Source: an optimization exercise on an open RTL-to-GDS flow (aim: small area). Production flows keep margins and buffers that such runs may drop. RTL that was checked went through simulation tests only; none was proved equivalent to the original. For run 1, only the layout was checked, not whether the RTL still works. Power is estimated from default activity; no workload was simulated.

**design/flow/constraint.sdc**
```tcl
create_clock -name core_clock -period 80.0 [get_ports {clk}]
set_input_delay 16.0000 -clock core_clock [delete_from_list [all_inputs] [get_ports {clk}]]
set_output_delay 16.0000 -clock core_clock [all_outputs]
set_load 0.01 [all_outputs]
```
**design/flow/flow/run.sh**
```bash
#!/bin/bash
# Layout flow: the standard ORFS flow (standard synthesis unchanged) with
# two changes to how the layout is made:
#  - ports are buffered with sky130_fd_sc_hd__buf_1 instead of the default
#    buffer_ports choice (every input and output port still gets a buffer);
#  - clock tree synthesis uses clkbuf_4 leaf clusters of at most 10 sinks
#    and inserts no dummy loads.
# ORFS writes each step's full log under orfs/logs/; make's own output goes
# to standard.log in this folder.
set -euo pipefail
export BUFFER_PORTS_ARGS="-buffer_cell sky130_fd_sc_hd__buf_1"
export CTS_ARGS="-sink_clustering_enable -repair_clock_nets -buf_list sky130_fd_sc_hd__clkbuf_2 -dont_use_dummy_load"
bash standard.sh finish > standard.log 2>&1
```
**design/flow/design.v**
```verilog
module pulse_generator(
    input clk,
    input reset,
    input src,
    output pulse
);
reg q1, q2;
assign pulse = q1 & ~q2;
always @ (posedge clk or posedge reset)
begin
    if (reset) begin
        q1 <= 1'b0;
        q2 <= 1'b0;
    end else begin
        q1 <= src;
        q2 <= q1;
    end
end
endmodule
module uart_byte_tx (
    input clk,
    input reset,
    input [2:0] spd,
    input [7:0] tx_data,
    input pulse,
    output reg tx,
    output reg tx_busy
);
reg [3:0] i;
reg [19:0] counter;
wire [9:0] frame = {1'b1, tx_data, 1'b0};
reg [19:0] cv;
wire [19:0] counter_inc = {counter[18:0], counter[19] ^ counter[2] ^ (counter[18:0] == 19'd0)};
always @ (*)
begin
    case (spd)
        3'd1: cv = 20'h6acfe;    
        3'd2: cv = 20'hd923f;    
        3'd3: cv = 20'h2352e;    
        3'd4: cv = 20'hc9fd5;    
        default: cv = 20'hfc337;  
    endcase
end
always @ (posedge clk or posedge reset)
begin
    if (reset) begin
        counter <= 20'd0;
        tx <= 1'b1;
        i <= 0;
        tx_busy <= 0;
    end else begin
        if (pulse) begin
            tx_busy <= 1'b1;
        end else if (i == 4'd11) begin
           tx_busy <= 1'b0;
           tx <= 1'b1;
           counter <= 20'd0;
        end
        if (tx_busy) begin
            if (counter == 20'd0) begin
                if (i <= 4'd9) begin
                    tx <= frame[i];
                end
                i <= i + 1'b1;
                counter <= counter_inc;
            end else if (counter == cv) begin
                counter <= 20'd0;
            end else begin
                counter <= counter_inc;
            end
        end else begin
            i <= 0;
        end
    end
end
endmodule
module uart_byte_tx_con (
    input clk,
    input reset,
    input [7:0] tx_data,
    input pulse,
    output reg tx,
    output reg tx_busy
);
localparam [9:0] C0 = 10'h001;
localparam [9:0] C868 = 10'h280;
reg [3:0] i;
reg [9:0] counter;
wire [9:0] frame = {1'b1, tx_data, 1'b0};
wire [9:0] counter_inc = {counter[8:0], counter[9] ^ counter[2]};
always @ (posedge clk or posedge reset)
begin
    if (reset) begin
        counter <= C0;
        tx <= 1'b1;
        i <= 0;
        tx_busy <= 0;
    end else begin
        if (pulse) begin
            tx_busy <= 1'b1;
        end else if (i == 4'd11) begin
           tx_busy <= 1'b0;
           tx <= 1'b1;
           counter <= C0;
        end
        if (tx_busy) begin
            if (counter == C0) begin
                if (i <= 4'd9) begin
                    tx <= frame[i];
                end
                i <= i + 1'b1;
                counter <= counter_inc;
            end else if (counter == C868) begin
                counter <= C0;
            end else begin
                counter <= counter_inc;
            end
        end else begin
            i <= 0;
        end
    end
end
endmodule
module uart_rx (
    input clk,
    input reset,
    input [2:0] spd,
    input rx,
    output reg [7:0] rx_data
);
reg [19:0] counter;
reg [4:0] i;
reg rx_busy;
reg [19:0] cv, hv;
wire [19:0] counter_inc = {counter[18:0], counter[19] ^ counter[2] ^ (counter[18:0] == 19'd0)};
always @ (*)
begin
    case (spd)
        3'd1: begin cv = 20'h6acfe; hv = 20'h323df; end    
        3'd2: begin cv = 20'hd923f; hv = 20'h2352e; end    
        3'd3: begin cv = 20'h2352e; hv = 20'h688e5; end    
        3'd4: begin cv = 20'hc9fd5; hv = 20'h91cff; end    
        default: begin cv = 20'hfc337; hv = 20'h2ef2e; end  
    endcase
end
integer k;
always @ (posedge clk or posedge reset)
begin
    if (reset) begin
        rx_data <= 0;
        counter <= 20'd0;
        i <= 0;
        rx_busy <= 1'b0;
    end else begin
        if (rx_busy == 1'b0 && rx == 0) begin
            rx_busy <= 1'b1;
        end else if (rx_busy == 1'b1) begin
            if (counter == hv) begin
                for (k = 1; k <= 8; k = k + 1)
                    if (i == k) rx_data[k-1] <= rx;
                i <= i + 1'b1;
                counter <= counter_inc;
            end else if (counter == cv) begin
                counter <= 20'd0;
                if (i == 9) begin
                    rx_busy <= 1'b0;
                    i <= 0;
                end
            end else begin
                counter <= counter_inc;
            end
        end
    end
end
endmodule
module uart_rx_con (
    input clk,
    input reset,
    input rx,
    input clr_buffer,
    output reg [7:0] rx_data,
    output reg rx_busy
);
localparam [9:0] C0 = 10'h001;
localparam [9:0] C434 = 10'h063;
localparam [9:0] C868 = 10'h280;
reg [9:0] counter;
reg [3:0] i;
wire [9:0] counter_inc = {counter[8:0], counter[9] ^ counter[2]};
integer k;
always @ (posedge clk or posedge reset)
begin
    if (reset) begin
        rx_data <= 0;
        counter <= C0;
        i <= 0;
        rx_busy <= 1'b0;
    end else begin
        if (clr_buffer) begin
            rx_data <= 0;
            counter <= C0;
            i <= 0;
            rx_busy <= 0;
        end else begin
            if (rx_busy == 1'b0 && rx == 0) begin
                rx_busy <= 1'b1;
            end else if (rx_busy == 1'b1) begin
                if (counter == C434) begin
                    for (k = 1; k <= 8; k = k + 1)
                        if (i == k) rx_data[k-1] <= rx;
                    i <= i + 1'b1;
                    counter <= counter_inc;
                end else if (counter == C868) begin
                    counter <= C0;
                    if (i == 9) begin
                        rx_busy <= 1'b0;
                        i <= 0;
                    end
                end else begin
                    counter <= counter_inc;
                end
            end
        end
    end
end
endmodule
module uart_8bytes_tx(
    input clk,
    input reset,
    input err,
    input pulse,
    output tx,
    output reg tx_busy_8bytes
);
localparam IDLE = 2'd0;
localparam READY = 2'd1;
localparam TRIGGER = 2'd2;
localparam XMIT = 2'd3;
reg send_byte;
reg [1:0] state, next_state;
reg [2:0] k;
reg [7:0] byte2send;
wire tx_busy_1byte;
reg [1:0] tx_busy_r;
always @ (*)
begin
    case (k)
        3'd0: byte2send = 8'h0a;
        3'd1: byte2send = 8'h0d;
        3'd2: byte2send = err ? "r" : "k";
        3'd3: byte2send = "o";
        3'd4, 3'd5: byte2send = "r";
        default: byte2send = "e";
    endcase
end
uart_byte_tx_con uart_byte_tx(.clk(clk), .reset(reset), .tx_data(byte2send), .pulse(send_byte), .tx(tx), .tx_busy(tx_busy_1byte));
always @ (*)
begin
    case (state)
        IDLE: next_state = pulse ? READY : IDLE;
        READY: next_state = TRIGGER;
        TRIGGER: next_state = XMIT;
        default: begin
            if (tx_busy_r == 2'b10 && k != 0)
                next_state = TRIGGER;
            else if (k == 0)
                next_state = IDLE;
            else
                next_state = XMIT;
        end
    endcase
end
always @ (posedge clk or posedge reset)
begin
    if (reset) begin
        state <= IDLE;
    end else begin
        state <= next_state;
    end
end
always @ (posedge clk)
begin
    tx_busy_r <= {tx_busy_r[0], tx_busy_1byte};
end
always @ (posedge clk or posedge reset)
begin
    if (reset)
        k <= 3'd0;
    else if (state == TRIGGER)
        k <= (k == 3'd0) ? (err ? 3'd6 : 3'd3) : k - 1'b1;
end
always @ (posedge clk or posedge reset)
begin
    if (reset) begin
        send_byte <= 0;
        tx_busy_8bytes <= 0;
    end else begin
        if (state == IDLE) begin
            send_byte <= 0;
            tx_busy_8bytes <= pulse;
        end else if (state == TRIGGER) begin
            send_byte <= 1;
        end else if (state == XMIT) begin
            send_byte <= 0;
        end
    end
end
endmodule
module uart(
    input clk,
    input reset,
    input send,
    input [2:0] spd,
    input [7:0] tx_data,
    input rx,
    output tx,
    output [7:0] rx_data
);
wire pulse;
pulse_generator pulse_generator(.clk(clk), .reset(reset), .src(send), .pulse(pulse));
uart_rx uart_rx(.clk(clk), .reset(reset), .spd(spd), .rx(rx), .rx_data(rx_data));
uart_byte_tx uart_byte_tx(.clk(clk), .reset(reset), .spd(spd), .tx_data(tx_data), .pulse(pulse), .tx(tx), .tx_busy());
endmodule
module console(
    input clk,
    input reset,
    input rx,
    output tx,
    output reg [1:0] mode,
    output reg [2:0] uart_spd,
    output reg [2:0] spi_spd,
    output reg spi_mode,
    output reg spi_cpol,
    output reg spi_cpha,
    output reg i2c_mode,
    output reg [1:0] i2c_spd
);
localparam UART = 2'd0;
localparam SPI = 2'd1;
localparam I2C = 2'd2;
localparam STANDBY = 2'd0;
localparam RESPOND = 2'd1;
localparam WAIT = 2'd2;
localparam WAIT1 = 2'd3;    
localparam SLAVE = 1'b0;
localparam MASTER = 1'b1;
reg clear_buffer;
wire rx_busy;
reg [1:0] rx_busy_r;
always @ (posedge clk or posedge reset)
begin
    if (reset) begin
        rx_busy_r <= 0;
    end else begin
        rx_busy_r <= {rx_busy_r[0], rx_busy};
    end
end
wire rx_busy_fedge = (rx_busy_r == 2'b10);
wire [7:0] received_byte;
wire send;
reg resp_err;
wire tx_busy;
reg [1:0] tx_busy_r;
wire tx_busy_fedge = (tx_busy_r == 2'b10);
always @ (posedge clk or posedge reset)
begin
    if (reset) begin
        tx_busy_r <= 0;
    end else begin
        tx_busy_r <= {tx_busy_r[0], tx_busy};
    end
end
uart_rx_con console_rx(.clk(clk), .reset(reset), .rx(rx), .rx_data(received_byte), .rx_busy(rx_busy), .clr_buffer(clear_buffer));
uart_8bytes_tx console_tx(.clk(clk), .reset(reset), .err(resp_err), .pulse(send), .tx(tx), .tx_busy_8bytes(tx_busy));
reg [1:0] state, next_state;
reg [3:0] act;
localparam CW = 4;
localparam PW = 4;
reg [CW-1:0] cand, ncand;
reg [PW-1:0] p, np;
reg [4:0] zl, nz;
reg [2:0] val, nv;
reg m_e;           
reg wild01, wild15, ends_a;
wire [7:0] c = received_byte;
always @ (*)
begin
    m_e = 1'b0; wild01 = 1'b0; wild15 = 1'b0; ends_a = 1'b0;
    case ({cand, p})
        {4'd0, 4'd0}: begin m_e = (c == "A"); end
        {4'd0, 4'd1}: begin m_e = (c == "T"); end
        {4'd0, 4'd2}: begin m_e = (c == 8'h0d); end
        {4'd1, 4'd3}: begin m_e = (c == "M"); end
        {4'd1, 4'd4}: begin m_e = (c == "O"); end
        {4'd1, 4'd5}: begin m_e = (c == "D"); end
        {4'd1, 4'd6}: begin m_e = (c == "E"); end
        {4'd1, 4'd7}: begin m_e = (c == "="); end
        {4'd1, 4'd8}: begin m_e = (c == "U"); end
        {4'd1, 4'd9}: begin m_e = (c == "A"); end
        {4'd1, 4'd10}: begin m_e = (c == "R"); ends_a = 1'b1; end
        {4'd1, 4'd11}: begin m_e = (c == "T"); end
        {4'd1, 4'd12}: begin m_e = (c == 8'h0d); end
        {4'd2, 4'd9}: begin m_e = (c == "P"); end
        {4'd2, 4'd10}: begin m_e = (c == "I"); end
        {4'd2, 4'd11}: begin m_e = (c == 8'h0d); end
        {4'd3, 4'd9}: begin m_e = (c == "2"); end
        {4'd3, 4'd10}: begin m_e = (c == "C"); end
        {4'd3, 4'd11}: begin m_e = (c == 8'h0d); end
        {4'd4, 4'd4}: begin m_e = (c == "P"); end
        {4'd4, 4'd5}: begin m_e = (c == "I"); end
        {4'd4, 4'd6}: begin m_e = (c == "="); end
        {4'd4, 4'd7}: begin m_e = (c == "M"); end
        {4'd4, 4'd8}: begin m_e = (c == "A"); end
        {4'd4, 4'd9}: begin m_e = (c == "S"); ends_a = 1'b1; end
        {4'd4, 4'd10}: begin m_e = (c == "T"); end
        {4'd4, 4'd11}: begin m_e = (c == "E"); end
        {4'd4, 4'd12}: begin m_e = (c == "R"); end
        {4'd4, 4'd13}: begin m_e = (c == 8'h0d); end
        {4'd5, 4'd8}: begin m_e = (c == "L"); end
        {4'd5, 4'd9}: begin m_e = (c == "A"); end
        {4'd5, 4'd10}: begin m_e = (c == "V"); ends_a = 1'b1; end
        {4'd5, 4'd11}: begin m_e = (c == "E"); end
        {4'd5, 4'd12}: begin m_e = (c == 8'h0d); end
        {4'd6, 4'd4}: begin m_e = (c == "P"); end
        {4'd6, 4'd5}: begin m_e = (c == "O"); end
        {4'd6, 4'd6}: begin m_e = (c == "L"); end
        {4'd6, 4'd7}: begin m_e = (c == "="); end
        {4'd6, 4'd8}: wild01 = 1'b1;
        {4'd6, 4'd9}: begin m_e = (c == 8'h0d); end
        {4'd7, 4'd6}: begin m_e = (c == "A"); end
        {4'd7, 4'd7}: begin m_e = (c == "="); ends_a = 1'b1; end
        {4'd7, 4'd8}: wild01 = 1'b1;
        {4'd7, 4'd9}: begin m_e = (c == 8'h0d); end
        {4'd8, 4'd4}: begin m_e = (c == "2"); end
        {4'd8, 4'd5}: begin m_e = (c == "C"); end
        {4'd8, 4'd6}: begin m_e = (c == "="); end
        {4'd8, 4'd7}: begin m_e = (c == "M"); end
        {4'd8, 4'd8}: begin m_e = (c == "A"); end
        {4'd8, 4'd9}: begin m_e = (c == "S"); ends_a = 1'b1; end
        {4'd8, 4'd10}: begin m_e = (c == "T"); end
        {4'd8, 4'd11}: begin m_e = (c == "E"); end
        {4'd8, 4'd12}: begin m_e = (c == "R"); end
        {4'd8, 4'd13}: begin m_e = (c == 8'h0d); end
        {4'd9, 4'd8}: begin m_e = (c == "L"); end
        {4'd9, 4'd9}: begin m_e = (c == "A"); end
        {4'd9, 4'd10}: begin m_e = (c == "V"); ends_a = 1'b1; end
        {4'd9, 4'd11}: begin m_e = (c == "E"); end
        {4'd9, 4'd12}: begin m_e = (c == 8'h0d); end
        {4'd10, 4'd4}: begin m_e = (c == "A"); end
        {4'd10, 4'd5}: begin m_e = (c == "R"); ends_a = 1'b1; end
        {4'd10, 4'd6}: begin m_e = (c == "T"); end
        {4'd10, 4'd7}: begin m_e = (c == "S"); end
        {4'd10, 4'd8}: begin m_e = (c == "P"); end
        {4'd10, 4'd9}: begin m_e = (c == "E"); end
        {4'd10, 4'd10}: begin m_e = (c == "E"); end
        {4'd10, 4'd11}: begin m_e = (c == "D"); end
        {4'd10, 4'd12}: begin m_e = (c == "="); end
        {4'd10, 4'd13}: wild15 = 1'b1;
        {4'd10, 4'd14}: begin m_e = (c == 8'h0d); end
        {4'd11, 4'd7}: begin m_e = (c == "P"); end
        {4'd11, 4'd8}: begin m_e = (c == "E"); end
        {4'd11, 4'd9}: begin m_e = (c == "E"); end
        {4'd11, 4'd10}: begin m_e = (c == "D"); end
        {4'd11, 4'd11}: begin m_e = (c == "="); end
        {4'd11, 4'd12}: wild15 = 1'b1;
        {4'd11, 4'd13}: begin m_e = (c == 8'h0d); end
        {4'd12, 4'd7}: begin m_e = (c == "P"); end
        {4'd12, 4'd8}: begin m_e = (c == "E"); end
        {4'd12, 4'd9}: begin m_e = (c == "E"); end
        {4'd12, 4'd10}: begin m_e = (c == "D"); end
        {4'd12, 4'd11}: begin m_e = (c == "="); end
        {4'd12, 4'd12}: wild15 = 1'b1;
        {4'd12, 4'd13}: begin m_e = (c == 8'h0d); end
        default: ;
    endcase
end
reg brh; reg [CW-1:0] bcand;
always @ (*)
begin
    brh = 1'b0; bcand = cand;
    if (cand == 4'd0 && p == 4'd2 && c == "+") begin brh = 1'b1; bcand = 4'd1; end
    if (cand == 4'd1 && p == 4'd8 && c == "S") begin brh = 1'b1; bcand = 4'd2; end
    if (cand == 4'd1 && p == 4'd8 && c == "I") begin brh = 1'b1; bcand = 4'd3; end
    if (cand == 4'd1 && p == 4'd3 && c == "S") begin brh = 1'b1; bcand = 4'd4; end
    if (cand == 4'd4 && p == 4'd7 && c == "S") begin brh = 1'b1; bcand = 4'd5; end
    if (cand == 4'd1 && p == 4'd3 && c == "C") begin brh = 1'b1; bcand = 4'd6; end
    if (cand == 4'd6 && p == 4'd5 && c == "H") begin brh = 1'b1; bcand = 4'd7; end
    if (cand == 4'd1 && p == 4'd3 && c == "I") begin brh = 1'b1; bcand = 4'd8; end
    if (cand == 4'd8 && p == 4'd7 && c == "S") begin brh = 1'b1; bcand = 4'd9; end
    if (cand == 4'd1 && p == 4'd3 && c == "U") begin brh = 1'b1; bcand = 4'd10; end
    if (cand == 4'd4 && p == 4'd6 && c == "S") begin brh = 1'b1; bcand = 4'd11; end
    if (cand == 4'd8 && p == 4'd6 && c == "S") begin brh = 1'b1; bcand = 4'd12; end
end
wire m_ok = m_e || (wild01 && (c == "0" || c == "1")) || (wild15 && c >= "1" && c <= "5");
always @ (*)
begin
    ncand = cand; np = p + 1'b1; nz = zl; nv = val;
    if (c == 8'h00) begin
        ncand = 0; np = 0;
        nz = (p == 0) ? (zl[4] ? zl : zl + 1'b1) : 5'd1;
    end else if (m_ok || brh) begin
        ncand = brh ? bcand : cand;
        if (wild01 || wild15) nv = c[2:0];
    end else begin
        ncand = 0; nz = 5'd0;
        if (c == "A") np = 1;
        else if (c == "T" && ends_a) np = 2;
        else np = 0;
    end
end
always @ (*)
begin
    act = 4'd0;
    case ({cand, p})
        {4'd0, 4'd3}: if (zl[4]) act = 4'd1;  
        {4'd1, 4'd13}: if ((zl >= 5'd6)) act = 4'd2;  
        {4'd2, 4'd12}: if ((zl >= 5'd7)) act = 4'd3;  
        {4'd3, 4'd12}: if ((zl >= 5'd7)) act = 4'd4;  
        {4'd4, 4'd14}: if ((zl >= 5'd5)) act = 4'd5;  
        {4'd5, 4'd13}: if ((zl >= 5'd6)) act = 4'd6;  
        {4'd6, 4'd10}: if ((zl >= 5'd9)) act = 4'd7;  
        {4'd7, 4'd10}: if ((zl >= 5'd9)) act = 4'd8;  
        {4'd8, 4'd14}: if ((zl >= 5'd5)) act = 4'd9;  
        {4'd9, 4'd13}: if ((zl >= 5'd6)) act = 4'd10;  
        {4'd10, 4'd15}: if (1'b1) act = 4'd11;  
        {4'd11, 4'd14}: if (1'b1) act = 4'd12;  
        {4'd12, 4'd14}: if (1'b1) act = 4'd13;  
        default: ;
    endcase
end
localparam [3:0] A_AT = 4'd1;
localparam [3:0] A_MODE_UART = 4'd2;
localparam [3:0] A_MODE_SPI = 4'd3;
localparam [3:0] A_MODE_I2C = 4'd4;
localparam [3:0] A_SPI_MASTER = 4'd5;
localparam [3:0] A_SPI_SLAVE = 4'd6;
localparam [3:0] A_CPOL = 4'd7;
localparam [3:0] A_CPHA = 4'd8;
localparam [3:0] A_I2C_MASTER = 4'd9;
localparam [3:0] A_I2C_SLAVE = 4'd10;
localparam [3:0] A_UART_SPEED = 4'd11;
localparam [3:0] A_SPI_SPEED = 4'd12;
localparam [3:0] A_I2C_SPEED = 4'd13;
always @ (*)
begin
    case (state)
        STANDBY: next_state = (rx_busy_fedge && received_byte == 8'h0a) ? RESPOND : STANDBY;
        RESPOND: next_state = WAIT1;
        default: next_state = tx_busy_fedge ? STANDBY : WAIT;
    endcase
end
always @ (posedge clk or posedge reset)
begin
    if (reset) begin
        state <= STANDBY;
    end else begin
        state <= next_state;
    end
end
assign send = (state == WAIT1);
always @ (posedge clk)
begin
    if (state == STANDBY && rx_busy_fedge && received_byte != 8'h0a)
        val <= nv;
end
always @ (posedge clk or posedge reset)
begin
    if (reset) begin
        cand <= 0;
        p <= 0;
        zl <= 5'd16;
    end else begin
        if (state == STANDBY) begin
            if (rx_busy_fedge && received_byte != 8'h0a) begin
                cand <= ncand;
                p <= np;
                zl <= nz;
            end
        end else if (state == RESPOND) begin
            cand <= 0;
            p <= 0;
            zl <= 5'd16;
        end
    end
end
always @ (posedge clk or posedge reset)
begin
    if (reset) begin
        resp_err <= 0;
        mode <= SPI;
        uart_spd <= 3'd3;
        spi_spd <= 3'd3;
        i2c_spd <= 2'd0;
        spi_mode <= SLAVE;
        spi_cpol <= 0;
        spi_cpha <= 0;
        i2c_mode <= SLAVE;
        clear_buffer <= 0;
    end else begin
        if (state == STANDBY) begin
            clear_buffer <= rx_busy_fedge;
        end else if (state == RESPOND) begin
            clear_buffer <= 0;
            resp_err <= (act == 4'd0);
            case (act)
                A_MODE_UART: mode <= UART;
                A_MODE_SPI: mode <= SPI;
                A_MODE_I2C: mode <= I2C;
                A_SPI_MASTER: spi_mode <= MASTER;
                A_SPI_SLAVE: spi_mode <= SLAVE;
                A_CPOL: spi_cpol <= val[0];
                A_CPHA: spi_cpha <= val[0];
                A_I2C_MASTER: i2c_mode <= MASTER;
                A_I2C_SLAVE: i2c_mode <= SLAVE;
                A_UART_SPEED: uart_spd <= val;
                A_SPI_SPEED: spi_spd <= val;
                A_I2C_SPEED: i2c_spd <= (val == 3'd5) ? 2'd2 : (val == 3'd4) ? 2'd1 : 2'd0;
                default: ;
            endcase
        end
    end
end
endmodule
module spi_master(
    input clk,
    input reset,
    input pulse1,
    input pulse2,
    input [2:0] spd,
    input [7:0] data2send,
    input cpol,
    input cpha,
    input miso,
    output reg sclk,
    output reg cs1,
    output reg cs2,
    output reg mosi,
    output reg [7:0] data_received
);
localparam IDLE = 3'd0;
localparam CHIP1SELECT = 3'd1;
localparam CHIP2SELECT = 3'd2;
localparam CPHA0DELAY = 3'd3;
localparam CPHA1DELAY = 3'd4;
localparam CPHA0_DATA_PHASE = 3'd5;
localparam CPHA1_DATA_PHASE = 3'd6;
reg [7:0] counter;
wire [7:0] counter_inc = {counter[6:0], counter[7] ^ counter[6] ^ counter[1] ^ counter[0] ^ (counter[6:0] == 7'd0)};
reg signed [3:0] bit4tx;
reg signed [3:0] bit4rx;
reg [2:0] state, next_state;
reg activate_counter;
reg full_counted, half_counted;
always @ (*)
begin
    case (spd)
        3'd2: begin full_counted = (counter == 8'h54); half_counted = (counter == 8'hff); end  
        3'd3: begin full_counted = (counter == 8'hff); half_counted = (counter == 8'h38); end  
        3'd4: begin full_counted = (counter == 8'hb5); half_counted = (counter == 8'h0d); end  
        3'd5: begin full_counted = (counter == 8'h01); half_counted = (counter == 8'h00); end  
        default: begin full_counted = 1'b0; half_counted = 1'b0; end
    endcase
end
wire data_phase = (state == CPHA0_DATA_PHASE) || (state == CPHA1_DATA_PHASE);
always @ (*)
begin
    case (state)
        IDLE : begin
            if (pulse1)
                next_state = CHIP1SELECT;
            else if (pulse2)
                next_state = CHIP2SELECT;
            else
                next_state = state;
        end
        CHIP1SELECT, CHIP2SELECT : begin
            if (cpha == 0)
                next_state = CPHA0_DATA_PHASE;
            else
                next_state = CPHA1DELAY;
        end
        CPHA1DELAY : begin
            if (half_counted)
                next_state = CPHA1_DATA_PHASE;
            else
                next_state = state;
        end
        CPHA0_DATA_PHASE, CPHA1_DATA_PHASE: begin
            if (bit4tx == -1) begin
                if (cpha == 0)
                    next_state = CPHA0DELAY;
                else
                    next_state = IDLE;
            end else begin
                next_state = state;
            end
        end
        CPHA0DELAY : begin
            if (half_counted)
                next_state = IDLE;
            else
                next_state = state;
        end
        default : begin
            next_state = IDLE;
        end
    endcase
end
always @ (posedge clk)
begin
    if (activate_counter) begin
        if (full_counted)
            counter <= 0;
        else
            counter <= counter_inc;
    end else begin
        counter <= 0;
    end
end
always @ (posedge clk or posedge reset)
begin
    if (reset) begin
        state <= IDLE;
    end else begin
        state <= next_state;
    end
end
always @ (posedge clk or posedge reset)
begin
    if (reset) begin
        sclk <= 1'b0;
    end else begin
        if (state == IDLE) begin
            sclk <= cpol;
        end else if (state == CPHA0_DATA_PHASE && bit4tx >= 0) begin
            if (half_counted || full_counted) begin
                sclk <= ~sclk;
            end
        end else if (state == CPHA1_DATA_PHASE && bit4tx >= 0) begin
            if (counter == 0 || half_counted) begin
                sclk <= ~sclk;
            end
        end else begin
            sclk <= 0;
        end
    end
end
always @ (posedge clk or posedge reset)
begin
    if (reset) begin
        bit4tx <= 7;
        cs1 <= 1;
        cs2 <= 1;
        activate_counter <= 0;
        mosi <= 1'b0;
    end else begin
        if (state == IDLE) begin
            cs1 <= 1;
            cs2 <= 1;
            mosi <= 1'b0;
            bit4tx <= 7;
            activate_counter <= 0;
        end else if (state == CHIP1SELECT) begin
            cs1 <= 0;
        end else if (state == CHIP2SELECT) begin
            cs2 <= 0;
        end else if (state == CPHA1DELAY) begin
            mosi <= 0;
            activate_counter <= !half_counted;
        end else if (data_phase) begin
            activate_counter <= 1;
            if (counter == 0) begin
                if (bit4tx >= 0) begin
                    mosi <= data2send[bit4tx[2:0]];
                end
            end else if (full_counted) begin
                bit4tx <= bit4tx - 1'b1;
                if (bit4tx == -1)
                    activate_counter <= 0;
            end
        end else if (state == CPHA0DELAY) begin
            mosi <= 1'b0;
            activate_counter <= 1;
        end
    end
end
always @ (posedge clk or posedge reset)
begin
    if (reset) begin
        data_received <= 0;
        bit4rx <= 7;
    end else begin
        if (bit4rx != -1) begin
            if (data_phase) begin
                if (half_counted) begin
                    data_received[bit4rx[2:0]] <= miso;
                    bit4rx <= bit4rx - 1'b1;
                end
            end
        end else begin
            bit4rx <= 7;
        end
    end
end
endmodule
module spi_slave(
    input clk,
    input reset,
    input cpol,
    input cpha,
    input sclk,
    input cs,
    input mosi,
    input [7:0] data2send,
    output reg miso,
    output reg [7:0] data_received
);
reg [1:0] sclkr;
reg [1:0] csr;
reg signed [3:0] bit4tx;
wire cs_fedge = (csr == 2'b10);
wire cs_redge = (csr == 2'b01);
wire time2sample = (cpha == 0) ? (sclkr == {cpol, !cpol}) : (sclkr == {!cpol, cpol});
wire time2send = (bit4tx != -1) && (cpha == 0 ? ((sclkr == {!cpol, cpol}) || cs_fedge) : (sclkr == {cpol, !cpol}));
wire state = !csr[1];
always @ (posedge clk or posedge reset)
begin
    if (reset) begin
        csr <= 2'b11;
        sclkr <= 2'b00;
    end else begin
        csr <= {csr[0], cs};
        sclkr <= {sclkr[0], sclk};
    end
end
always @ (posedge clk or posedge reset)
begin
    if (reset) begin
        data_received <= 0;
    end else begin
        if (state && time2sample)
            data_received <= {data_received[6:0], mosi};
    end
end
always @ (posedge clk)
begin
    if (time2send)
        miso <= data2send[bit4tx[2:0]];
    else if (!state)
        miso <= 1'b0;
end
always @ (posedge clk or posedge reset)
begin
    if (reset) begin
        bit4tx <= 7;
    end else begin
        if (time2send)
            bit4tx <= bit4tx - 1'b1;
        else if (!state)
            bit4tx <= 7;
    end
end
endmodule
module spi(
    input clk,
    input reset,
    input mode,  
    input [2:0] spd,
    input cpol,
    input cpha,
    input [7:0] data2send,
    input send1,
    input send2,
    input master_miso,
    input slave_mosi,
    input slave_sclk,
    input slave_cs,
    output [7:0] data_received,
    output master_sclk,
    output master_mosi,
    output slave_miso,
    output master_cs1,
    output master_cs2
);
localparam SLAVE = 1'b0;
wire [7:0] slave_data_received, master_data_received;
wire pulse1, pulse2;
assign data_received = (mode == SLAVE ? slave_data_received : master_data_received);
pulse_generator pulse_generator1(.clk(clk), .reset(reset), .src(send1), .pulse(pulse1));
pulse_generator pulse_generator2(.clk(clk), .reset(reset), .src(send2), .pulse(pulse2));
spi_master spi_master(.clk(clk), .reset(reset), .pulse1(pulse1), .pulse2(pulse2), .data2send(data2send), .spd(spd), .cpol(cpol), .cpha(cpha),
                      .sclk(master_sclk), .cs1(master_cs1), .cs2(master_cs2), .mosi(master_mosi), .miso(master_miso), .data_received(master_data_received));
spi_slave spi_slave(.clk(clk), .reset(reset), .cpol(cpol), .cpha(cpha), .sclk(slave_sclk), .cs(slave_cs), .mosi(slave_mosi),
                    .miso(slave_miso), .data2send(data2send), .data_received(slave_data_received));
endmodule
module i2c_master(
    input clk,
    input reset,
    input [1:0] spd,
    input [6:0] addr2send,
    input [7:0] data2send,
    input pulse,
    output scl,
    input sda_i,
    output sda_o,
    output sda_oe
);
localparam [2:0] IDLE = 0;
localparam [2:0] START = 1;
localparam [2:0] ADDR = 2;
localparam [2:0] RW = 3;
localparam [2:0] ADDR_ACK = 4;
localparam [2:0] DATA1 = 5;
localparam [2:0] DATA1_ACK = 6;
localparam [2:0] STOP = 7;
reg reg_sda;
reg reg_scl;
reg sda_driving;
reg scl_driving;
reg [11:0] counter;
wire [11:0] counter_inc = {counter[10:0], counter[11] ^ counter[7] ^ counter[1] ^ counter[0] ^ (counter[10:0] == 11'd0)};
reg [2:0] state, next_state;
reg signed [3:0] bit_idx;    
reg addr_acknowledged;
reg is4q, is3q, is2q, is1q;
always @ (*)
begin
    case (spd)
        2'd0: begin is4q = counter == 12'h468; is3q = counter == 12'h085; is2q = counter == 12'h946; is1q = counter == 12'h1a1; end
        2'd1: begin is4q = counter == 12'h1a1; is3q = counter == 12'h8c4; is2q = counter == 12'ha8c; is1q = counter == 12'hb42; end
        default: begin is4q = counter == 12'hfa3; is3q = counter == 12'h8bf; is2q = counter == 12'h6f1; is1q = counter == 12'h06d; end
    endcase
end
assign sda_o = reg_sda;
assign sda_oe = sda_driving;
assign scl = scl_driving ? reg_scl : 1'b1;
always @ (*)
begin
    next_state = state;
    case (state)
        IDLE: if (pulse) next_state = START;
        START: if (is4q) next_state = ADDR;
        ADDR: if (bit_idx == -1 && is4q) next_state = RW;
        RW: if (is4q) next_state = ADDR_ACK;
        ADDR_ACK: if (is4q) next_state = addr_acknowledged ? DATA1 : STOP;
        DATA1: if (bit_idx == -1 && is4q) next_state = DATA1_ACK;
        DATA1_ACK: if (is4q) next_state = STOP;
        default: if (is4q) next_state = IDLE;
    endcase
end
always @ (posedge clk or posedge reset)
begin
    if (reset) begin
        state <= IDLE;
    end else begin
        state <= next_state;
    end
end
always @ (posedge clk or posedge reset)
begin
    if (reset) begin
        counter <= 0;
    end else begin
        if (state != IDLE) begin
            if (is4q) begin
                counter <= 0;
            end else begin
                counter <= counter_inc;
            end
        end
    end
end
always @ (posedge clk or posedge reset)
begin
    if (reset) begin
        reg_scl <= 0;
        scl_driving <= 0;
    end else begin
        if (state == IDLE) begin
            scl_driving <= 0;
        end else if (state == START) begin
            scl_driving <= 1;
            if (counter == 0) begin
                reg_scl <= 1;
            end else if (is2q) begin
                reg_scl <= 0;
            end
        end else if (state == STOP) begin
            scl_driving <= 0;
        end else begin
            if (is1q) begin
                reg_scl <= 1;
            end else if (is3q) begin
                reg_scl <= 0;
            end
        end
    end
end
always @ (posedge clk or posedge reset)
begin
    if (reset) begin
        bit_idx <= 6;
        addr_acknowledged <= 0;
        sda_driving <= 0;
        reg_sda <= 0;
    end else begin
        case (state)
        IDLE: begin
            sda_driving <= 0;
            reg_sda <= 0;
            addr_acknowledged <= 0;
            bit_idx <= 6;
        end
        START: begin
            sda_driving <= 1;
            if (counter == 0) begin
                reg_sda <= 0;
            end else if (is4q) begin
                reg_sda <= addr2send[bit_idx];
                bit_idx <= bit_idx - 1'b1;
            end
        end
        ADDR: begin
            if (is4q) begin
                reg_sda <= (bit_idx >= 0 ? addr2send[bit_idx] : 1'b0);
                bit_idx <= bit_idx - 1'b1;
            end
        end
        RW: begin
            if (is4q) begin
                sda_driving <= 0;
            end
        end
        ADDR_ACK: begin
            if (is1q) begin
                bit_idx <= 7;
                addr_acknowledged <= (sda_i == 0);
            end else if (is4q) begin
                sda_driving <= 1;
                reg_sda <= data2send[bit_idx];
                bit_idx <= bit_idx - 1'b1;
            end
        end
        DATA1: begin
            sda_driving <= 1;
            if (is4q) begin
                if (bit_idx >= 0) begin
                    reg_sda <= data2send[bit_idx];
                    bit_idx <= bit_idx - 1'b1;
                end else begin
                    sda_driving <= 0;
                end
            end
        end
        DATA1_ACK: begin
            if (is1q) begin
            end else if (is3q) begin
                sda_driving <= 1;
                reg_sda <= 0;
            end
        end
        default: begin  
            if (counter == 0) begin
                reg_sda <= 0;
            end else if (is4q) begin
                sda_driving <= 0;
            end
        end
        endcase
    end
end
endmodule
module i2c_slave(
    input clk,
    input reset,
    input scl,
    input sda_i,
    output sda_o,
    output sda_oe,
    output reg [7:0] data_received
);
localparam [6:0] SLAVE_ADDRESS = 7'h33;
localparam [2:0] IDLE = 0;
localparam [2:0] START = 1;
localparam [2:0] ADDR = 2;
localparam [2:0] RW = 3;
localparam [2:0] ADDR_ACK = 4;
localparam [2:0] DATA1 = 5;
localparam [2:0] DATA1_ACK = 6;
reg addr_ok;
reg [1:0] sclr, sdar;
reg [2:0] state, next_state;
reg [3:0] b;
wire scl_redge = (sclr == 2'b01);
wire scl_fedge = (sclr == 2'b10);
wire sda_redge = (sdar == 2'b01);
wire sda_fedge = (sdar == 2'b10);
wire addr_match = addr_ok;
wire [2:0] abit = b[2:0] - 2'd2;
reg sda_driving;
reg sda_out;
assign sda_o = sda_out;
assign sda_oe = sda_driving;
always @ (*)
begin
    next_state = state;
    if (scl && sda_redge) begin
        next_state = IDLE;
    end else begin
        case (state)
            IDLE: if (scl && sda_fedge) next_state = START;
            START: if (scl_redge) next_state = ADDR;
            ADDR: if (scl_redge && b == 4'd1) next_state = RW;
            RW: if (scl_redge && b == 4'd0) next_state = ADDR_ACK;
            ADDR_ACK: if (scl_redge) next_state = DATA1;
            DATA1: if (scl_redge && b == 4'd1) next_state = DATA1_ACK;
            DATA1_ACK: ;
            default: next_state = IDLE;
        endcase
    end
end
always @ (posedge clk or posedge reset)
begin
    if (reset) begin
        sclr <= 2'b11;
        sdar <= 2'b11;
        state <= IDLE;
    end else begin
        sclr <= {sclr[0], scl};
        sdar <= {sdar[0], sda_i};
        state <= next_state;
    end
end
always @ (posedge clk or posedge reset)
begin
    if (reset) begin
        b <= 4'd8;
        sda_driving <= 0;
        sda_out <= 0;
        addr_ok <= 1'b1;
        data_received <= 0;
    end else begin
        case (state)
        IDLE: begin
            b <= 4'd8;
            sda_driving <= 0;
            sda_out <= 0;
            addr_ok <= 1'b1;
        end
        ADDR: begin
            if (scl_fedge) begin
                if (b != 4'd0) begin
                    if (b >= 4'd2) begin
                        addr_ok <= addr_ok & (sda_i == SLAVE_ADDRESS[abit]);
                    end
                    b <= b - 1'b1;
                end
            end
        end
        RW: begin
            if (scl_fedge) begin
                b <= b - 1'b1;
                sda_driving <= 1;
                sda_out <= ~addr_match;
            end
        end
        ADDR_ACK: begin
            b <= 4'd9;
            if (scl_fedge) begin
                sda_driving <= 0;
            end
        end
        DATA1: begin
            if (scl_fedge) begin
                if (b >= 4'd2) begin
                    if (b == 4'd2) begin
                        sda_driving <= 1;
                        sda_out <= 0;
                    end
                    data_received <= {data_received[6:0], sda_i};
                    b <= b - 1'b1;
                end
            end
        end
        DATA1_ACK: begin
            if (scl_fedge) begin
                sda_driving <= 0;
            end
        end
        default: ;
        endcase
    end
end
endmodule
module i2c(
    input clk,
    input reset,
    input [1:0] spd,
    input mode,
    input [6:0] addr2send,
    input [7:0] data2send,
    input send,
    input slave_scl,
    input slave_sda_i,
    output slave_sda_o,
    output slave_sda_oe,
    output master_scl,
    input master_sda_i,
    output master_sda_o,
    output master_sda_oe,
    output [7:0] data_received
);
wire pulse;
pulse_generator pulse_generator1(.clk(clk), .reset(reset), .src(send), .pulse(pulse));
i2c_master i2c_master(.clk(clk), .reset(reset), .spd(spd), .addr2send(addr2send), .data2send(data2send), .pulse(pulse), .scl(master_scl), .sda_i(master_sda_i), .sda_o(master_sda_o), .sda_oe(master_sda_oe));
i2c_slave i2c_slave(.clk(clk), .reset(reset), .scl(slave_scl), .sda_i(slave_sda_i), .sda_o(slave_sda_o), .sda_oe(slave_sda_oe), .data_received(data_received));
endmodule
module comms(
    input clk,
    input BTNC,
    input BTNU,
    input BTND,
    input BTNR,
    input BTNL,
    input[7:0] D_SW,
    output [7:0] LED,
    output JA1,
    input JA2,
    output JA3,
    input JA4,
    output JB1,
    input JB2,
    output JB3,
    output JB7,
    output JB8,
    input JA7,
    output JA8,
    input JA9,
    input JA10,
    output JB9,
    input JB10_I,
    output JB10_O,
    output JB10_OE,
    input JC1_N,
    input JC1_P_I,
    output JC1_P_O,
    output JC1_P_OE
);
localparam UART = 2'd0;
localparam SPI = 2'd1;
wire [1:0] mode;
wire [7:0] uart_data_received;
wire [2:0] uart_spd;
wire [7:0] spi_data_received;
wire spi_mode, cpol, cpha;
wire [2:0] spi_spd;
wire [7:0] i2c_data_received;
wire i2c_mode;
wire [1:0] i2c_spd;
assign LED = (mode == UART ? uart_data_received : (mode == SPI ? spi_data_received : i2c_data_received));
console console(.clk(clk), .reset(BTNC), .tx(JA1), .rx(JA2), .mode(mode), .uart_spd(uart_spd), .spi_spd(spi_spd),
                .spi_mode(spi_mode), .spi_cpol(cpol), .spi_cpha(cpha),
                .i2c_mode(i2c_mode), .i2c_spd(i2c_spd));
uart uart(.clk(clk), .reset(BTNC), .spd(uart_spd), .send(BTND), .tx_data(D_SW), .rx(JA4), .tx(JA3), .rx_data(uart_data_received));
spi spi(.clk(clk), .reset(BTNC), .mode(spi_mode), .spd(spi_spd), .cpol(cpol), .cpha(cpha), .data2send(D_SW), .data_received(spi_data_received),
        .send1(BTNR), .send2(BTNL), .master_sclk(JB1), .master_miso(JB2), .master_mosi(JB3), .master_cs1(JB7), .master_cs2(JB8),
        .slave_sclk(JA7), .slave_miso(JA8), .slave_mosi(JA9), .slave_cs(JA10));
i2c i2c(.clk(clk), .reset(BTNC), .spd(i2c_spd), .mode(i2c_mode), .addr2send(D_SW[6:0]), .data2send(D_SW), .send(BTNU),
        .master_scl(JB9), .master_sda_i(JB10_I), .master_sda_o(JB10_O), .master_sda_oe(JB10_OE),
        .slave_scl(JC1_N), .slave_sda_i(JC1_P_I), .slave_sda_o(JC1_P_O), .slave_sda_oe(JC1_P_OE), .data_received(i2c_data_received));
endmodule
```
**design/flow/standard.sh**
```bash
#!/bin/bash
# synth_recipe.tcl (not shown) runs the flow's synth.tcl, then flattens the netlist and writes it again
# the make line also repeats each setting of config.mk as NAME=value (left out here)
make -C /OpenROAD-flow-scripts/flow DESIGN_CONFIG=/design/flow/config.mk WORK_HOME=/design/flow/orfs CLKGATE_MAP_FILE= SYNTH_SCRIPT=/design/flow/synth_recipe.tcl "${@:-finish}"
```
**design/flow/config.mk**
```make
export PLATFORM = sky130hd
export DESIGN_NAME = comms
export DESIGN_NICKNAME = comms
export VERILOG_FILES = /design/flow/design.v
export SDC_FILE = /design/flow/constraint.sdc
export NUM_CORES = 4
export LEC_CHECK = 0
export CAP_MARGIN = 20
export CORE_MARGIN = 2
export CORE_UTILIZATION = 40
export CTS_BUF_LIST = sky130_fd_sc_hd__clkbuf_4
export CTS_CLUSTER_DIAMETER = 50
export CTS_CLUSTER_SIZE = 10
export SLEW_MARGIN = 20
```
==> qor.yml, run 1 <==
drc_errors: 0
power.density_nw_per_um2: 26.2
synthToLayoutAreaGrowth_pct: 5.08
dieWidth_um: 200
placed_cell_area_um2: 15900
drv_cap: 0
p_leak_nw: 6.73
drive_gt1_share_pct: 10.8
die_area_um2: 40100
final_cells: 2260
yosysSeqAreaShare_pct: 40.3
portBuffers: 42
finalCritPeriodShare_pct: 22.7
path_class: "register to output pin"
worst_path_max_delay_cell: "dfrtp_1"
cts_buffers: 69
ir_drop_v: 0.0000151
r2r_start: "console.cand[3]"
synth-main-ff-cell: "dfrtp_1"
ios: 43
finClkSkew_ps: 88.7
finalInstanceArea_um2: 16200
initial_core_util_pct: 40.7
grt-ovfl-total: 0
netlist_area_um2: 15400
rr_worst_depth: 9
cp-start-kind: "register"
grt_usage_pct: 19.0
fmax_mhz: 55.0
setup.worst_path.start: "console.spi_mode"
gp_congestion: 0.947
first_pass_iters: 5
required_ps: 64000
cp_cell_sequence: "mux2i_1 > nand2_1 > o21ai_0 > o21ai_0 > buf_1"
slowest_delay_ps: 630
detailedPlace.worstSlack_ps: 62340
cts_max_path_buffers: 3
worst-path-buf-inv: 1
cts-root-buf: "clkbuf_2"
cts_tree: "done"
arrival_ps: 2170
vias: 13100
wl_per_cell_um: 16.9
crit_fanout: 10
async_reset_ff_share_pct: 94.4
synth_edf_count: 4
ys_ff_latch: 248
ant_nets: 0
drv_slew: 0
finalSetupTns_ps: 0
grt_pass1_wl_mm: 64.4
die_h_um: 200
comb_power_share_pct: 32.1
cts_resized: 0
holdPathStages: 0
synth-warning-count: 11
grt_use_met2_pct: 28.4
ctsHoldBuffers: 0
power_mw: 0.425
rsz0062_at_grt: "false"
finalNetCount: 1820
antenna_found_initial: 1
finalHoldViolCount: 0
cp.depth: 5
synthesis.nets: 1804
utilization_pct: 42.8
cts_setup_buffers: 0
synth_cell_types: 93
netSwitchingPower_mw: 0.176
worstHoldStart: "console.console_tx.tx_busy_r[0]"
critical_path.top_delay_family: "flip-flops"
drt_iter0_markers: 1146
path_clk_slew_ps: 80
outcome: "timing/DRC/antenna clean"
busiest_layer: "met2"
setup_ws_ps: 61830
dp_hpwl_mm: 26.5
clkSinkCount: 248
maxSlewHeadroom_pct: 28.6
dp.cells: 2190
end_kind: "output pin"
worst_pin_slew_ps: 1070
hold_ws_ps: 321
row_count: 71
setup_violations: 0
clk_latency_ps: 890
internal_power_mw: 0.249
core_region_area_um2: 37800
crit_path_frequent_cell: "o21ai_0"
hold_path.class: "register to register"
fin_crit_ps: 18170
viasPerCell: 5.79
grt_pass1_vias: 12700
synthCells: 1734
p_clk_share_pct: 16.5
p_seq_share_pct: 51.5
h-tree-depth: 3
met3_usage_pct: 3.81
grt_max_degree: 97
grt_use_met1_pct: 26.9
drt-total-wl_mm: 38.2
netSwitchingFraction_pct: 41.4
synth_area_per_cell_um2: 8.89
## synth_stat cells (28+ instances only)
cell / number / area (µm²)
a21oi_1: 93 / 465
a22o_1: 36 / 315
clkbuf_1: 82 / 308
dfrtp_1: 203 / 5080
dfstp_2: 31 / 815
ha_1: 47 / 588
inv_1: 88 / 330
mux2_2: 41 / 462
mux2i_1: 32 / 320
nand2_1: 183 / 687
nand3_1: 62 / 310
nand4_1: 28 / 175
nor2_1: 134 / 503
nor3_1: 42 / 210
o21ai_0: 111 / 556
o22ai_1: 37 / 231
xnor2_1: 34 / 298
## flip-flops by register name, summed over array words and instances, names as in the netlist, 5 cells and up
register	cells
spi.spi_slave.data_received	8
console.zl	5
uart.uart_byte_tx.counter	20
uart.uart_rx.counter	20
spi.spi_master.data_received	8
uart.uart_rx.rx_data	8
i2c.i2c_master.counter	12
console.console_tx.uart_byte_tx.counter	10
spi.spi_master.counter	8
console.console_rx.counter	10
i2c.i2c_slave.data_received	8
console.console_rx.rx_data	8
uart.uart_rx.i	5
## final timing paths
kind | to | slack (ps)
max | LED[7] | 61830
min | console.console_tx.tx_busy_r[1] | 320
max reg2reg | console.val[2] | 75800
min reg2reg | console.console_tx.tx_busy_r[1] | 320
max in group asynchronous | console.console_tx.uart_byte_tx.counter[5] | 63340
min in group asynchronous | spi.spi_slave.sclkr[1] | 15220
## layout by cell type (no fill, tap or decap), drive strengths merged, types with 14 or more instances in the layout
cell    count
nand2     185
xor2       14
ha         47
inv        88
a22o       36
dfrtp     203
and3       23
mux2i      32
nor4       20
o22ai      37
nor3       43
nand3      62
a21oi      94
xnor2      34
a31oi      24
nand2b     26
dfstp      31
nor2      137
mux2       41
and2       14
buf        54
nand3b     21
o31ai      14
nand4      28
o21ai     112
clkbuf     69
nor2b      27
## final cells by class
| class | count | area [µm²] |
|---|---|---|
| antenna | 1 | 2.50 |
| clock buffer | 69 | 345 |
| fill | 3763 | 21600 |
| inverter | 90 | 345 |
| multi-input combinational | 1287 | 8410 |
| sequential | 248 | 6210 |
| tap | 511 | 639 |
| timing repair buffer | 54 | 248 |
## worst reg2reg max path: cells and delay by family, from the launching register on
| kind | cells | cell delay [ps] |
|---|---|---|
| xor gates and xnor gates | 1 | 620 |
| and+or+nand+nor | 4 | 1100 |
| DFF | 1 | 980 |
| AOI/OAI and AO/OA | 4 | 1240 |
## layer usage
| layer | part of all wire (%) | vias up |
|---|---|---|
| met5 | 0 | - |
| met4 | 3.1 | 0 |
| met3 | 6.2 | 93 |
| met2 | 43 | 428 |
| met1 | 48 | 6242 |
| li1 | - | 6328 |
## cells by family after synthesis
kind of cell / count (synthesis) / share of synthesized area (%)
mux: 82 / 6.39
compound gates: 455 / 19.6
fa+ha+maj: 48 / 3.88
simple gates: 654 / 21.8
xor+xnor: 48 / 2.73
flops: 248 / 40.3
buf+inv: 199 / 5.23
## power by group through the flow
stage	clock, mW	sequential, mW	combinational (mW)
5_1_grt	0.0810	0.227	0.157
2_1_floorplan	0	0.188	0.131
3_5_place_dp	0	0.220	0.137
3_3_place_gp	0	0.219	0.133
6_report	0.0700	0.219	0.136
4_1_cts	0.0751	0.218	0.137
==> run 2, diff against run 1 <==
--- a/design/flow/design.v
+++ b/design/flow/design.v
@@ -153,7 +153,9 @@
         rx_busy <= 1'b0;
     end else begin
-        if (rx_busy == 1'b0 && rx == 0) begin
-            rx_busy <= 1'b1;
-        end else if (rx_busy == 1'b1) begin
+        if (rx_busy == 1'b0) begin
+            counter <= 20'd0;
+            if (rx == 0)
+                rx_busy <= 1'b1;
+        end else begin
             if (counter == hv) begin
                 for (k = 1; k <= 8; k = k + 1)
@@ -203,7 +205,9 @@
             rx_busy <= 0;
         end else begin
-            if (rx_busy == 1'b0 && rx == 0) begin
-                rx_busy <= 1'b1;
-            end else if (rx_busy == 1'b1) begin
+            if (rx_busy == 1'b0) begin
+                counter <= C0;
+                if (rx == 0)
+                    rx_busy <= 1'b1;
+            end else begin
                 if (counter == C434) begin
                     for (k = 1; k <= 8; k = k + 1)
@@ -962,10 +966,8 @@
         counter <= 0;
     end else begin
-        if (state != IDLE) begin
-            if (is4q) begin
-                counter <= 0;
-            end else begin
-                counter <= counter_inc;
-            end
+        if (state == IDLE || is4q) begin
+            counter <= 0;
+        end else begin
+            counter <= counter_inc;
         end
     end
--- a/design/flow/flow/run.sh
+++ b/design/flow/flow/run.sh
@@ -10,4 +10,4 @@
 set -euo pipefail
 export BUFFER_PORTS_ARGS="-buffer_cell sky130_fd_sc_hd__buf_1"
-export CTS_ARGS="-sink_clustering_enable -repair_clock_nets -buf_list sky130_fd_sc_hd__clkbuf_2 -dont_use_dummy_load"
+export CTS_ARGS="-sink_clustering_enable -repair_clock_nets -buf_list sky130_fd_sc_hd__clkbuf_8 -sink_clustering_size 20 -sink_clustering_max_diameter 60 -dont_use_dummy_load"
 bash standard.sh finish > standard.log 2>&1
==> run 2 against run 1 <==
Effect of this change:
- still clean on timing, DRC and antenna
- clock power grew 3.0%
- worst hold slack improved by 37 ps
- design area shrank 1.3%
- sequential power is 9.6% lower
- first-iteration DRC count fell by 16%
- clock-buffer cell count is 42 lower
- global-route usage fell by 0.65 points
- via count down 3.1%
- maximum frequency rose by 1.6%
- critical endpoint is now LED[0]
==> qor.yml, run 2 <==
drt-total-wl_mm: 36.0
mostFrequentLayoutCells: "203 x dfrtp_1, 148 x nand2_1, 136 x nor2_1, 120 x o21ai_0, 82 x a21oi_1"
slowest_delay_ps: 640
ctsHoldBuffers: 0
clk_latency_ps: 600
cts_setup_buffers: 0
rsz0062_at_grt: "false"
portBuffers: 42
dp.cells: 2159
synth-warning-count: 11
async_reset_ff_share_pct: 94.4
synth_cell_types: 98
synthToLayoutAreaGrowth_pct: 5.20
finalCritPeriodShare_pct: 22.4
die_area_um2: 39600
viasPerCell: 5.80
end_kind: "output pin"
synth.largest_area_cell: "dfrtp_1"
cts_tree: "done"
synthesis.nets: 1770
synth_top_area_share_pct: 33.4
p_leak_nw: 6.52
dp_hpwl_mm: 25.1
ys_ff_latch: 248
utilization_pct: 42.6
finalSetupTns_ps: 0
power_mw: 0.380
r2r_start: "console.p[2]"
top_regs: "uart.uart_byte_tx.counter (20), uart.uart_rx.counter (20), i2c.i2c_master.counter (12)"
initial_core_util_pct: 40.5
worst_path_max_delay_cell: "dfrtp_1"
first_pass_iters: 6
dieWidth_um: 199
setup_ws_ps: 62110
crit_fanout: 10
finalNetCount: 1747
cts_max_path_buffers: 3
setup.worst_path.start: "console.spi_mode"
drt_iter0_markers: 968
drv_slew: 0
cts_resized: 0
fill_cells: 3664
power.density_nw_per_um2: 23.7
cts_buffers: 27
drv_cap: 0
placed_cell_area_um2: 15600
arrival_ps: 1890
worst-path-buf-inv: 1
critical_path.top_delay_family: "flip-flops"
cts-root-buf: "clkbuf_8"
final_cells: 2187
wl_per_cell_um: 16.5
synth-main-ff-cell: "dfrtp_1"
grt_pass1_vias: 12000
crit_path_frequent_cell: "o21ai_0"
outcome: "timing/DRC/antenna clean"
fmax_mhz: 55.9
grt_pass1_wl_mm: 60.7
row_count: 71
detailedPlace.worstSlack_ps: 62300
multiInputGateArea_um2: 8250
drive_gt1_share_pct: 8.41
ios: 43
h-tree-depth: 1
worst_pin_slew_ps: 1150
maxSlewHeadroom_pct: 22.5
setup_violations: 0
core_region_area_um2: 37600
finalHoldViolCount: 0
ant_nets: 0
path_clk_slew_ps: 90
synth_area_per_cell_um2: 8.94
hold_ws_ps: 358
synthTopCellsByCount: "203 x dfrtp_1, 148 x nand2_1, 136 x nor2_1"
netlist_top_cells_area: "dfrtp_1 33%, dfstp_2 5.4%, o21ai_0 3.9%"
grt-ovfl-total: 0
path_class: "register to output pin"
mostFrequentLayoutCell: "dfrtp_1"
fin_crit_ps: 17890
grt_max_degree: 118
finalInstanceArea_um2: 16000
cp_cell_sequence: "mux2i_1 > nand2_1 > o21ai_0 > o21ai_0 > buf_1"
ir_drop_v: 0.0000159
synth_edf_count: 4
worstHoldStart: "console.console_tx.tx_busy_r[0]"
finClkSkew_ps: 81.9
die_h_um: 199
final-seq-area_um2: 6210
vias: 12700
antenna_cells: 0
clkSinkCount: 248
required_ps: 64000
hold_path.class: "register to register"
synthCells: 1701
gp_congestion: 0.927
antenna_found_initial: 0
yosysSeqAreaShare_pct: 40.9
yosysMostFrequentCell: "dfrtp_1"
grt_usage_pct: 18.4
netlist_area_um2: 15200
cp-start-kind: "register"
drc_errors: 0
run 2: cell types whose count changed in the layout (fill, tap and decap cells not counted), sizes merged, moves of 13 or more:
cell | before | now
o22ai | 37 | 13
clkbuf | 69 | 28
nand2 | 185 | 150
and3 | 23 | 42
nor4 | 20 | 33
nor3 | 43 | 58
and2 | 14 | 36
run 2: cell type report:
cell class	count	share of cell area, %
inverters	84	2.02
multi-input cells	1269	51.6
flip-flops and latches	248	38.8
clock buffers	27	2.32
repair buffers	48	1.24
well taps	511	4.00
run 2: power by group:
group | total [mW] | internal [mW] | switching (mW)
logic | 0.109 | 0.0535 | 0.0559
clock network | 0.0721 | 0.0298 | 0.0422
registers | 0.198 | 0.155 | 0.0430
total | 0.380 | 0.238 | 0.141
run 2: logic make-up (layout without fill, tap and decap cells):
kind of cell / count (synthesis) / after routing / share of synthesized area (%)
adders and majority gates: 47 / 47 / 3.85
muxes: 76 / 76 / 5.92
buffers and inverters: 184 / 159 / 4.88
and+or+nand+nor: 685 / 685 / 23.7
xor gates and xnor gates: 43 / 43 / 2.48
AOI/OAI and AO/OA: 418 / 418 / 18.3
DFF: 248 / 248 / 40.9
run 2: final timing paths:
kind                                                    to  slack, ps  depth (start not counted)
setup / recovery                                    LED[0]      62110                          5
hold / removal             console.console_tx.tx_busy_r[1]        360                          0
setup reg to reg                           console.cand[2]      75960                         10
hold reg to reg            console.console_tx.tx_busy_r[1]        360                          0
max in group asynchronous  spi.spi_master.data_received[6]      62940                          3
min in group asynchronous           uart.uart_byte_tx.i[0]      15540                          2
run 2: routing by layer:
metal	vias to the layer above	track usage (%)	routed length, µm
met4	0	5.14	844
li1	6147	-	-
met5	-	0	0
met1	6130	26.7	17300
met2	343	28.5	16100
met3	67	2.66	1790
==> run 3, diff against run 2 <==
--- a/design/flow/flow/run.sh
+++ b/design/flow/flow/run.sh
@@ -10,4 +10,4 @@
 set -euo pipefail
 export BUFFER_PORTS_ARGS="-buffer_cell sky130_fd_sc_hd__buf_1"
-export CTS_ARGS="-sink_clustering_enable -repair_clock_nets -buf_list sky130_fd_sc_hd__clkbuf_8 -sink_clustering_size 20 -sink_clustering_max_diameter 60 -dont_use_dummy_load"
+export CTS_ARGS="-sink_clustering_enable -repair_clock_nets -buf_list sky130_fd_sc_hd__clkbuf_4 -sink_clustering_size 10 -sink_clustering_max_diameter 50 -dont_use_dummy_load"
 bash standard.sh finish > standard.log 2>&1
==> run 3 against run 2 <==
Effect of this change:
- sequential power about the same
- utilization is 0.24 points lower
- critical path type unchanged
- still clean
- sequential cell count unchanged
- register-to-register slack gained 40 ps
- worst setup slack worse by 62 ps
- design area shrank 0.57%
==> qor.yml, run 3 <==
outcome: "timing/DRC/antenna clean"
vias: 12700
required_ps: 64000
mostFrequentLayoutCells: "203 x dfrtp_1, 148 x nand2_1, 136 x nor2_1, 120 x o21ai_0, 82 x a21oi_1"
wl_per_cell_um: 16.4
grt_pass1_wl_mm: 60.8
synth_cell_types: 98
p_seq_share_pct: 53.5
comb_power_share_pct: 29.6
finalHoldViolCount: 0
maxSlewHeadroom_pct: 25.0
cts_max_path_buffers: 3
path_class: "register to output pin"
fin_crit_ps: 17950
muxShareOfSynthArea_pct: 5.92
grt_pass1_vias: 12100
end_kind: "output pin"
cts_resized: 0
ir_drop_v: 0.0000139
h-tree-depth: 2
drive_gt1_share_pct: 8.96
synthXorXnorAreaFrac_pct: 2.48
initial_core_util_pct: 40.5
yosysSeqAreaShare_pct: 40.9
drv_slew: 0
p_clk_share_pct: 17.0
async_reset_ff_share_pct: 94.4
finClkSkew_ps: 148
synthesis.nets: 1770
antenna_found_initial: 1
arrival_ps: 1950
portBuffers: 42
cts_tree: "done"
grt-ovfl-total: 0
rsz0062_at_grt: "false"
cp-start-kind: "register"
yosysMostFrequentCell: "dfrtp_1"
synth-main-ff-cell: "dfrtp_1"
ctsHoldBuffers: 0
ant_nets: 0
gp_congestion: 0.927
netSwitchingPower_mw: 0.140
dieWidth_um: 199
synth_edf_count: 4
drc_errors: 0
crit_fanout: 10
hold_path.class: "register to register"
synth_top_family_by_area: "simple AND/OR/NAND/NOR gates"
internal_power_mw: 0.230
synth_compound_area_share_pct: 18.3
setup_violations: 0
cts_setup_buffers: 0
final_cells: 2198
die_area_um2: 39600
die_h_um: 199
ios: 43
synth-adder-area-share_pct: 3.85
fmax_mhz: 55.7
path_clk_slew_ps: 110
synthCells: 1701
synth-warning-count: 11
yosys.area_share.simple_pct: 23.7
cts_buffers: 37
drv_cap: 0
drt-total-wl_mm: 36.0
fill_cells: 3697
core_region_area_um2: 37600
finalSetupTns_ps: 0
finalCritPeriodShare_pct: 22.4
dp.cells: 2159
clkSinkCount: 248
dp_hpwl_mm: 25.1
netSwitchingFraction_pct: 37.9
p_leak_nw: 6.49
viasPerCell: 5.80
worst_pin_slew_ps: 1120
netlist_area_um2: 15200
synthTopCellsByCount: "203 x dfrtp_1, 148 x nand2_1, 136 x nor2_1"
synth_area_per_cell_um2: 8.94
power.density_nw_per_um2: 23.3
mostFrequentLayoutCell: "dfrtp_1"
first_pass_iters: 5
row_count: 71
top_regs: "uart.uart_byte_tx.counter (20), uart.uart_rx.counter (20), i2c.i2c_master.counter (12)"
finalNetCount: 1757
synthToLayoutAreaGrowth_pct: 4.60
netlist_top_cells_area: "dfrtp_1 33%, dfstp_2 5.4%, o21ai_0 3.9%"
cts-root-buf: "clkbuf_4"
synth.largest_area_cell: "dfrtp_1"
synth_top_area_share_pct: 33.4
grt_max_degree: 118
drt_iter0_markers: 1010
ys_ff_latch: 248
clk_latency_ps: 720
grt_usage_pct: 18.5
[run 3: final cells by class]
type / count / area (µm²) / share of cell area, %
multi-input combinational: 1269 / 8250 / 51.9
sequential: 248 / 6210 / 39.1
tap: 511 / 639 / 4.02
inverter: 84 / 323 / 2.03
clock buffer: 37 / 278 / 1.75
timing repair buffer: 48 / 199 / 1.25
antenna: 1 / 2.50 / 0.0157
[run 3: power groups by stage]
stage	clock network, mW	logic [mW]	registers (mW)
floorplan	0	0.102	0.178
global placement	0	0.107	0.199
detailed placement	0	0.110	0.199
CTS	0.0668	0.110	0.197
global route	0.0718	0.126	0.204
finish	0.0628	0.109	0.198
[run 3: per-stage QoR]
step | worst slack, ps | total power [mW] | hold WS [ps] | instance area (µm²) | utilization, %
after floorplan | 57630 | 0.280 | 326 | 15200 | -
after global placement | 62320 | 0.306 | 337 | 15600 | 41.6
after detailed placement | 62300 | 0.309 | 344 | 15600 | 41.6
after CTS | 61980 | 0.375 | 319 | 15900 | 42.3
after global routing | 61820 | 0.402 | 325 | 15900 | 42.3
final | 62050 | 0.370 | 309 | 15900 | 42.3
[run 3: final timing paths]
check,from,endpoint,slack [ps],cells past startpoint
worst min register to register,spi.pulse_generator1.q1,spi.pulse_generator1.q2,310,0
worst max register to register,console.cand[1],console.cand[2],76000,10
worst min-delay path,spi.pulse_generator1.q1,spi.pulse_generator1.q2,310,0
max in group asynchronous,BTNC,spi.spi_master.data_received[3],62990,3
worst max-delay path,console.spi_mode,LED[0],62050,5
min in group asynchronous,BTNC,uart.uart_byte_tx.i[1],15470,2
[run 3: critical path, cell delays in order (launching register included)]
cell and delay [ps]:
dfrtp_1 640, mux2i_1 260, nand2_1 60, o21ai_0 110
o21ai_0 110, buf_1 150
[run 3: kinds of logic after synthesis]
family,after synthesis
AND/OR/NAND/NOR,685
multiplexers,76
adder cells (fa/ha/maj),47
AO/OA/AOI/OAI,418
XOR/XNOR,43
buffers and inverters,184
flip-flops,248
[run 3: per-layer routing]
| layer | track usage, % | vias up | wire, µm |
|---|---|---|---|
| li1 | - | 6183 | - |
| met1 | 26.6 | 6125 | 17100 |
| met2 | 28.4 | 357 | 16100 |
| met3 | 2.97 | 77 | 1890 |
| met4 | 5.94 | 0 | 912 |
| met5 | 0 | - | 0 |

==> re-timing with driven ports <==
No port has a modelled driver above. Below, the same layouts with a new extraction and two added sets of constraints. Step 1, drivers: a clkbuf_16 drives clk and a buf_2 each remaining input, both assumed. Step 2 adds t to the input delays and takes it off the output delays; t is the mean of the earliest and latest rising clock arrival at the registers after step 1. Input paths then give back, and output paths get back, about the clock's delay inside the block. Slacks: ideal / step 1 / step 2; pairs: ideal / step 1.
| run | t, ns | setup WS [ns] | latest minus earliest clock arrival (ns) |
|---|---|---|---|
| run 1 | 0.894 | 61.835 / 61.789 / 62.462 | 0.097 / 0.097 |
| run 2 | 0.610 | 62.115 / 62.069 / 62.356 | 0.115 / 0.115 |
| run 3 | 0.687 | 62.053 / 62.007 / 62.324 | 0.147 / 0.148 |
After both steps every run listed still meets setup and hold. Setup slack includes reset recovery checks.
